Context: an optimization exercise on an open-source flow, tuned for small area and a short achievable clock period. The choices shown serve that exercise and are no tape-out recipe.
Where RTL was checked, it was by simulation tests only, not by an equivalence proof against the original.

## crc
module crc #(
	parameter DATA_WIDTH = 32,
	parameter CRC_WIDTH = 32
)
(
	input wire clk,
	input wire resetn,
	input wire clear,
	input wire [CRC_WIDTH-1:0]init_in,
	input wire [CRC_WIDTH:0]poly_in,
	input wire data_reverse,
	input wire crc_reverse,
	input wire [CRC_WIDTH-1:0]xorout_in,
	input wire [DATA_WIDTH-1:0]data_in,
	input wire data_in_valid,
	output wire [CRC_WIDTH-1:0]crc_out
);
Settings: LEC_CHECK=0, CAP_MARGIN=50, CORE_MARGIN=2, CORE_UTILIZATION=55, GPL_ROUTABILITY_DRIVEN=1, PLACE_DENSITY=0.65, SLEW_MARGIN=50, SYNTH_HIERARCHICAL=1; clock period 120.0 ns.
standard.sh (not shown) runs the stock make flow with config.mk's settings and CLKGATE_MAP_FILE= SYNTH_SCRIPT=/design/flow/synth_recipe.tcl, a recipe that flattens the netlist after the stock synthesis.
==> flow/flow/run.sh <==
#!/bin/bash
# The standard layout, with two changes: timing repair aims for a larger
# setup slack than the 120 ns clock needs (so that it shortens the paths
# that set the achieved period), and the port buffers are buf_1 cells.
set -euo pipefail
bash standard.sh synth > synth.log 2>&1
bash standard.sh SETUP_SLACK_MARGIN=94 \
  BUFFER_PORTS_ARGS="-buffer_cell sky130_fd_sc_hd__buf_1" finish > layout.log 2>&1
The first run completed with no timing, DRC or antenna violations.
Then changed:
--- a/flow/flow/run.sh
+++ b/flow/flow/run.sh
@@ -5,4 +5,4 @@
 set -euo pipefail
 bash standard.sh synth > synth.log 2>&1
-bash standard.sh SETUP_SLACK_MARGIN=94 \
+bash standard.sh SETUP_SLACK_MARGIN=88 \
   BUFFER_PORTS_ARGS="-buffer_cell sky130_fd_sc_hd__buf_1" finish > layout.log 2>&1
Area after synthesis stays the same.
Count of clock-buffer cells in the layout shrinks by 1.
Clock skew stays flat.
Non-clock buffer count shrinks by 320.
Setup slack gets worse by 0.81 ns.
Hold slack gets worse by 0.063 ns.
Final area shrinks by about 23%.
Sequential share of layout area grows by 2.7 points.
Utilization shrinks by 19 points.
Then changed:
==> flow/run.sh (new file) <==
#!/bin/bash
# synth_recipe.tcl (not shown) runs the flow's synth.tcl, then flattens the netlist and writes it again
# the make line also repeats each setting of config.mk as NAME=value (left out here)
make -C /OpenROAD-flow-scripts/flow DESIGN_CONFIG=/design/flow/config.mk WORK_HOME=/design/flow/orfs CLKGATE_MAP_FILE= SYNTH_SCRIPT=/design/flow/synth_recipe.tcl finish
removed: flow/flow/run.sh
removed: flow/standard.sh
The changed run finished clean.
Die area is unchanged.
Final cell count is about the same.
Count of clock-buffer cells in the layout does not change.
Wire length went up by 0.84%.
Via count hardly moves.
Non-clock buffer count went down by 11.
Worst setup slack gets worse by 0.76 ns.


== v8 ==
Another version of the RTL of crc (not shown whole).
Size in the first run: about 3,200 cells after synthesis, ~23,000 um2 of cells after synthesis.
export LEC_CHECK = 0
export CAP_MARGIN = 50
export CORE_MARGIN = 2
export CORE_UTILIZATION = 55
export GPL_ROUTABILITY_DRIVEN = 0
export PLACE_DENSITY = 0.65
export SLEW_MARGIN = 50
export SYNTH_HIERARCHICAL = 1
create_clock -name core_clock -period 120.0 [get_ports {clk}]
==> flow/flow/run.sh <==
#!/bin/bash
# The standard layout, with two changes: timing repair aims for a larger
# setup slack than the 120 ns clock needs (so that it shortens the paths
# that set the achieved period), and the port buffers are buf_1 cells.
set -euo pipefail
bash standard.sh synth > synth.log 2>&1
bash standard.sh SETUP_SLACK_MARGIN=88 \
  BUFFER_PORTS_ARGS="-buffer_cell sky130_fd_sc_hd__buf_1" finish > layout.log 2>&1
Here is what was changed in the inputs of v34 compared with v8.
--- a/flow/config.mk
+++ b/flow/config.mk
@@ -11 +11,3 @@
-export GPL_ROUTABILITY_DRIVEN = 0
+export CTS_CLUSTER_DIAMETER = 200
+export CTS_CLUSTER_SIZE = 40
+export GPL_ROUTABILITY_DRIVEN = 1
Findings:
- The sequential share of layout area was comparable across v8 and v34.
- v8 -> v34: portion of the layout cell area used by non-clock buffers flat
- Changes observed in v34 relative to v8: starting utilization of the core area comparable, number of inserted diodes saw a decrease.
- v34 vs. v8: fraction of met2 tracks used by global routing increased 2.5 points.
- Of v8 and v34, the higher number of cells on the critical path belongs to v8.
Relative to v34, the following input files were edited for v21:
--- a/flow/config.mk
+++ b/flow/config.mk
@@ -11,2 +10,0 @@
-export CTS_CLUSTER_DIAMETER = 200
-export CTS_CLUSTER_SIZE = 40
@@ -14 +12 @@
-export PLACE_DENSITY = 0.65
+export PLACE_DENSITY = 0.75
Results
For the largest incremental delay on the critical path, v21 came in 0.02 ns higher than v34 did.
On first-iteration DRC count, the higher figure sits with v21, not v34.
For final cell count, v21 and v34 come out practically identical.
v21 against v34: cell area now larger; hold slack now smaller.
The following lists how v5 was set up differently from v21:
--- a/flow/config.mk
+++ b/flow/config.mk
@@ -10,0 +11,2 @@
+export CTS_BUF_LIST = sky130_fd_sc_hd__clkbuf_8
+export CTS_CLUSTER_SIZE = 30
@@ -12 +14 @@
-export PLACE_DENSITY = 0.75
+export PLACE_DENSITY = 0.65
- Compared with v21, in v5 setup slack rose 0.27 ns; growth of design area from synthesis to finish now sits lower; slew at the pin closest to its max-slew limit moved up.
- The final layout from v5, which completed every stage, passed the timing, design-rule and antenna checks at the end of the flow.
The inputs of v27 differ from those of v5 as listed below.
--- a/flow/config.mk
+++ b/flow/config.mk
@@ -11,2 +11,2 @@
-export CTS_BUF_LIST = sky130_fd_sc_hd__clkbuf_8
-export CTS_CLUSTER_SIZE = 30
+export CTS_CLUSTER_DIAMETER = 400
+export CTS_CLUSTER_SIZE = 70
Results
Summary of v27 over v5: proportion of cell area occupied by registers ~0 delta, utilization has increased, mean number of vias per cell went down by 0.025. Timing, DRC, antenna: 0 failures across v5 and v27.


Setup of run A:
Starting RTL as in the previous note.
Design crc, start of the top module:
module crc #(
	parameter DATA_WIDTH = 32,
	parameter CRC_WIDTH = 32
)
(
	input wire clk,
	input wire resetn,
	input wire clear,
	input wire [CRC_WIDTH-1:0]init_in,
	input wire [CRC_WIDTH:0]poly_in,
	input wire data_reverse,
	input wire crc_reverse,
	input wire [CRC_WIDTH-1:0]xorout_in,
	input wire [DATA_WIDTH-1:0]data_in,
	input wire data_in_valid,
	output wire [CRC_WIDTH-1:0]crc_out
);
clock: 120.0 ns
lec_check: 0
cap_margin: 50
cell_pad_in_sites_detail_placement: 0
cell_pad_in_sites_global_placement: 0
core_margin: 2
core_utilization: 55
gpl_routability_driven: 1
place_density: 0.65
slew_margin: 50
synth_hierarchical: 1
Scripts as last shown in full above: flow/flow/run.sh
Run A went all the way through synthesis, placement and routing and the layout is clean on timing, DRC and antenna.
Input changes introduced in run B (baseline for comparison: run A):
- CELL_PAD_IN_SITES_GLOBAL_PLACEMENT removed (was 0)
- CELL_PAD_IN_SITES_DETAIL_PLACEMENT removed (was 0)
--- outcome ---
Mux share of post-synthesis cell area delta (run A -> run B): insignificant. Wire length: run B vs run A identical. Run B -> run A: fmax delta 0, exact match. Run B vs. run A: total placed cells including tap cells roughly the same; critical path depth stayed essentially flat; final standard cell utilization of the core held. Diff run A..run B | number of non-filler instances in the completed layout | unchanged. From run A to run B, aggregate global routing overflow did not move at all.
Input-level comparison between run C and run B:
- swapping 0.65 for 0.55 in PLACE_DENSITY
--- outcome ---
Run C vs. run B: transition at the pin with the smallest max-transition slack went down by 32 ps.
The final core utilization of run C and that of run B are within noise of each other.
In terms of met3 layer usage reported by global route, run C and run B differ only marginally.


crc, a different RTL version from the one above (not shown whole).
For scale: roughly 140 flip-flops, about 170 I/O pins.
Settings: LEC_CHECK=0, CAP_MARGIN=20, CORE_MARGIN=2, CORE_UTILIZATION=55, GPL_ROUTABILITY_DRIVEN=1, PLACE_DENSITY=0.65, SLEW_MARGIN=20, SYNTH_HIERARCHICAL=1; clock period 120.0 ns.
run.sh (not shown) runs the stock make flow with config.mk's settings and CLKGATE_MAP_FILE= SYNTH_SCRIPT=/design/flow/synth_recipe.tcl, a recipe that flattens the netlist after the stock synthesis.
Stock flow here: none of the scripts above is used.
==> next run, changes <==
CAP_MARGIN = 75   (was 20)
SLEW_MARGIN = 75   (was 20)
Outcome:
- die area is unchanged
- sequential share of layout area fell by 0.61 points
- fmax rose by a few percent
No run of this note included a check of the RTL's function; only the layout flow was run.


crc with an RTL version that a note above also has.
Size in the first run: roughly 3,100 cells after synthesis, about 140 flip-flops, roughly 170 I/O pins, ~23,000 µm² of cells after synthesis.
// crc
module crc #(
	parameter DATA_WIDTH = 32,
	parameter CRC_WIDTH = 32
)
(
	input wire clk,
	input wire resetn,
	input wire clear,
	input wire [CRC_WIDTH-1:0]init_in,
	input wire [CRC_WIDTH:0]poly_in,
	input wire data_reverse,
	input wire crc_reverse,
	input wire [CRC_WIDTH-1:0]xorout_in,
	input wire [DATA_WIDTH-1:0]data_in,
	input wire data_in_valid,
	output wire [CRC_WIDTH-1:0]crc_out
);
localparam M = 19;
reg [31:0] r;        
reg raw;             
reg [32:0] pl;       
reg [31:0] pn;       
reg s4, s3, s2, s1, s0;   
reg [31:0] xo;
reg rv, dr;
integer i;
wire a4 = ~|poly_in[32:17];
wire [32:0] b4 = a4 ? {poly_in[16:0], 16'd0} : poly_in;
wire a3 = ~|b4[32:25];
wire [32:0] b3 = a3 ? {b4[24:0], 8'd0} : b4;
wire a2 = ~|b3[32:29];
wire [32:0] b2 = a2 ? {b3[28:0], 4'd0} : b3;
wire a1 = ~|b2[32:31];
wire [32:0] b1 = a1 ? {b2[30:0], 2'd0} : b2;
wire a0 = ~b1[32];
wire [31:0] bn = a0 ? {b1[30:0], 1'b0} : b1[31:0];
reg [31:0] mask;
always @(*) begin
	for (i = 0; i < 32; i = i + 1)
		mask[i] = |(pl >> (i + 1));
end
wire [31:0] c0 = pn;
wire [31:0] c1;
assign c1[0] = c0[31] & pn[0];
crc_axo u1 (.a(c0[0]), .b(c0[31]), .c(pn[1]), .y(c1[1]));
crc_axo u2 (.a(c0[1]), .b(c0[31]), .c(pn[2]), .y(c1[2]));
crc_axo u3 (.a(c0[2]), .b(c0[31]), .c(pn[3]), .y(c1[3]));
crc_axo u4 (.a(c0[3]), .b(c0[31]), .c(pn[4]), .y(c1[4]));
crc_axo u5 (.a(c0[4]), .b(c0[31]), .c(pn[5]), .y(c1[5]));
crc_axo u6 (.a(c0[5]), .b(c0[31]), .c(pn[6]), .y(c1[6]));
crc_axo u7 (.a(c0[6]), .b(c0[31]), .c(pn[7]), .y(c1[7]));
crc_axo u8 (.a(c0[7]), .b(c0[31]), .c(pn[8]), .y(c1[8]));
crc_axo u9 (.a(c0[8]), .b(c0[31]), .c(pn[9]), .y(c1[9]));
crc_axo u10 (.a(c0[9]), .b(c0[31]), .c(pn[10]), .y(c1[10]));
crc_axo u11 (.a(c0[10]), .b(c0[31]), .c(pn[11]), .y(c1[11]));
crc_axo u12 (.a(c0[11]), .b(c0[31]), .c(pn[12]), .y(c1[12]));
  ...
Settings: LEC_CHECK=0, CAP_MARGIN=50, CORE_MARGIN=2, CORE_UTILIZATION=70, GPL_ROUTABILITY_DRIVEN=1, PLACE_DENSITY=0.8, SLEW_MARGIN=50, SYNTH_HIERARCHICAL=1; clock period 120.0 ns.
standard.sh (not shown) runs the stock make flow with config.mk's settings and CLKGATE_MAP_FILE= SYNTH_SCRIPT=/design/flow/synth_recipe.tcl, a recipe that flattens the netlist after the stock synthesis.
Scripts as last shown in full above: flow/flow/run.sh
The first run produced a clean layout.
Change:
==> flow/flow/run.sh (replaced) <==
#!/bin/bash
# The standard layout, with two changes: timing repair aims for a larger
# setup slack than the 120 ns clock needs (so that it shortens the paths
# that set the achieved period), and the port buffers are buf_2 cells.
set -euo pipefail
bash standard.sh synth > synth.log 2>&1
bash standard.sh SETUP_SLACK_MARGIN=90 \
  BUFFER_PORTS_ARGS="-buffer_cell sky130_fd_sc_hd__buf_2" finish > layout.log 2>&1
--- a/flow/config.mk
+++ b/flow/config.mk
@@ -9,5 +9,5 @@
 export CORE_MARGIN = 2
-export CORE_UTILIZATION = 70
+export CORE_UTILIZATION = 55
 export GPL_ROUTABILITY_DRIVEN = 1
-export PLACE_DENSITY = 0.8
+export PLACE_DENSITY = 0.65
 export SLEW_MARGIN = 50
Outcome: The new run went through all stages and came out clean; final area grows by roughly a tenth; setup slack gets better by 1.9 ns; routed wire length grows by a few percent; clock-buffer cell count does not change; maximum frequency grows by a few percent; utilization shrinks by 12 points; first-iteration DRC count shrinks by a quarter to a third; global-route usage shrinks by 8.9 points; sequential share of layout area shrinks by 1.0 points.
Change:
==> flow/flow/run.sh (replaced) <==
#!/bin/bash
# The standard layout, with two changes: timing repair aims for a larger
# setup slack than the 120 ns clock needs (so that it shortens the paths
# that set the achieved period), and the port buffers are buf_1 cells.
set -euo pipefail
bash standard.sh synth > synth.log 2>&1
bash standard.sh SETUP_SLACK_MARGIN=88 \
  BUFFER_PORTS_ARGS="-buffer_cell sky130_fd_sc_hd__buf_1" finish > layout.log 2>&1
--- a/flow/config.mk
+++ b/flow/config.mk
@@ -7,3 +7,3 @@
 export LEC_CHECK = 0
-export CAP_MARGIN = 50
+export CAP_MARGIN = 20
 export CORE_MARGIN = 2
@@ -12,3 +12,3 @@
 export PLACE_DENSITY = 0.65
-export SLEW_MARGIN = 50
+export SLEW_MARGIN = 20
 export SYNTH_HIERARCHICAL = 1
Global-route usage goes down by 2.5 points. Final cell count goes down by about 1.7%.

afterwards: timing with drivers on the ports:
No port has a modelled driver above. Below, the same layouts with a new extraction and two added sets of constraints.
Step 1 sets driving cells, clkbuf_16 on the clock port and buf_2 on the other inputs (assumed; they add their load-dependent delay and slew).
Step 2 moves the port delays by t, midway between the first and last clock arrival at a register: inputs arrive t later, outputs are due t later. That takes back most of the time a late clock gives input paths.
a / b / c = ideal / step 1 / step 2; a / b = the first two.
| run | shift t [ns] | slack for setup (ns) | worst setup path after step 2 | clock arrival spread, ns | slew at the worst register clock pin (ns) |
|---|---|---|---|---|---|
| the first run of note 1 | 0.542 | 89.470 / 89.495 / 88.953 | input to register | 0.018 / 0.019 | 0.08 / 0.08 |
| the second run of note 1 | 0.506 | 88.664 / 88.609 / 88.713 | input to register | 0.019 / 0.019 | 0.08 / 0.08 |
| the third run of note 1 | 0.508 | 87.901 / 87.841 / 88.349 | register to output | 0.018 / 0.018 | 0.08 / 0.08 |
| v8 | 0.499 | 88.682 / 88.626 / 88.905 | input to register | 0.008 / 0.008 | 0.07 / 0.07 |
| v34 | 0.521 | 88.887 / 88.828 / 89.184 | input to register | 0.020 / 0.020 | 0.08 / 0.08 |
| v21 | 0.491 | 88.576 / 88.525 / 89.016 | register to output | 0.021 / 0.021 | 0.08 / 0.08 |
| v5 | 0.564 | 88.842 / 88.790 / 89.192 | input to register | 0.035 / 0.035 | 0.12 / 0.12 |
| v27 | 0.521 | 88.887 / 88.828 / 89.184 | input to register | 0.020 / 0.020 | 0.08 / 0.08 |
| run A | 0.521 | 88.887 / 88.828 / 89.184 | input to register | 0.020 / 0.020 | 0.08 / 0.08 |
| run B | 0.521 | 88.887 / 88.828 / 89.184 | input to register | 0.020 / 0.020 | 0.08 / 0.08 |
| run C | 0.524 | 88.640 / 88.579 / 89.103 | register to output | 0.025 / 0.025 | 0.08 / 0.08 |
| the first run of note 4 | 0.533 | 87.619 / 87.556 / 88.019 | input to register | 0.019 / 0.020 | 0.08 / 0.08 |
| the second run of note 4 | 0.532 | 88.935 / 88.874 / 88.883 | input to register | 0.021 / 0.021 | 0.08 / 0.08 |
| the first run of note 5 | 0.504 | 88.238 / 88.181 / 88.344 | input to register | 0.030 / 0.030 | 0.09 / 0.09 |
| the second run of note 5 | 0.522 | 90.154 / 90.101 / 89.671 | input to register | 0.019 / 0.018 | 0.08 / 0.08 |
| the third run of note 5 | 0.508 | 88.221 / 88.165 / 88.161 | input to register | 0.024 / 0.023 | 0.09 / 0.09 |
After both steps setup and hold are still met in every run listed. The setup slack of the first run of note 1, which loses most, moves by +0.025 ns with the drivers and by -0.517 ns with both steps.
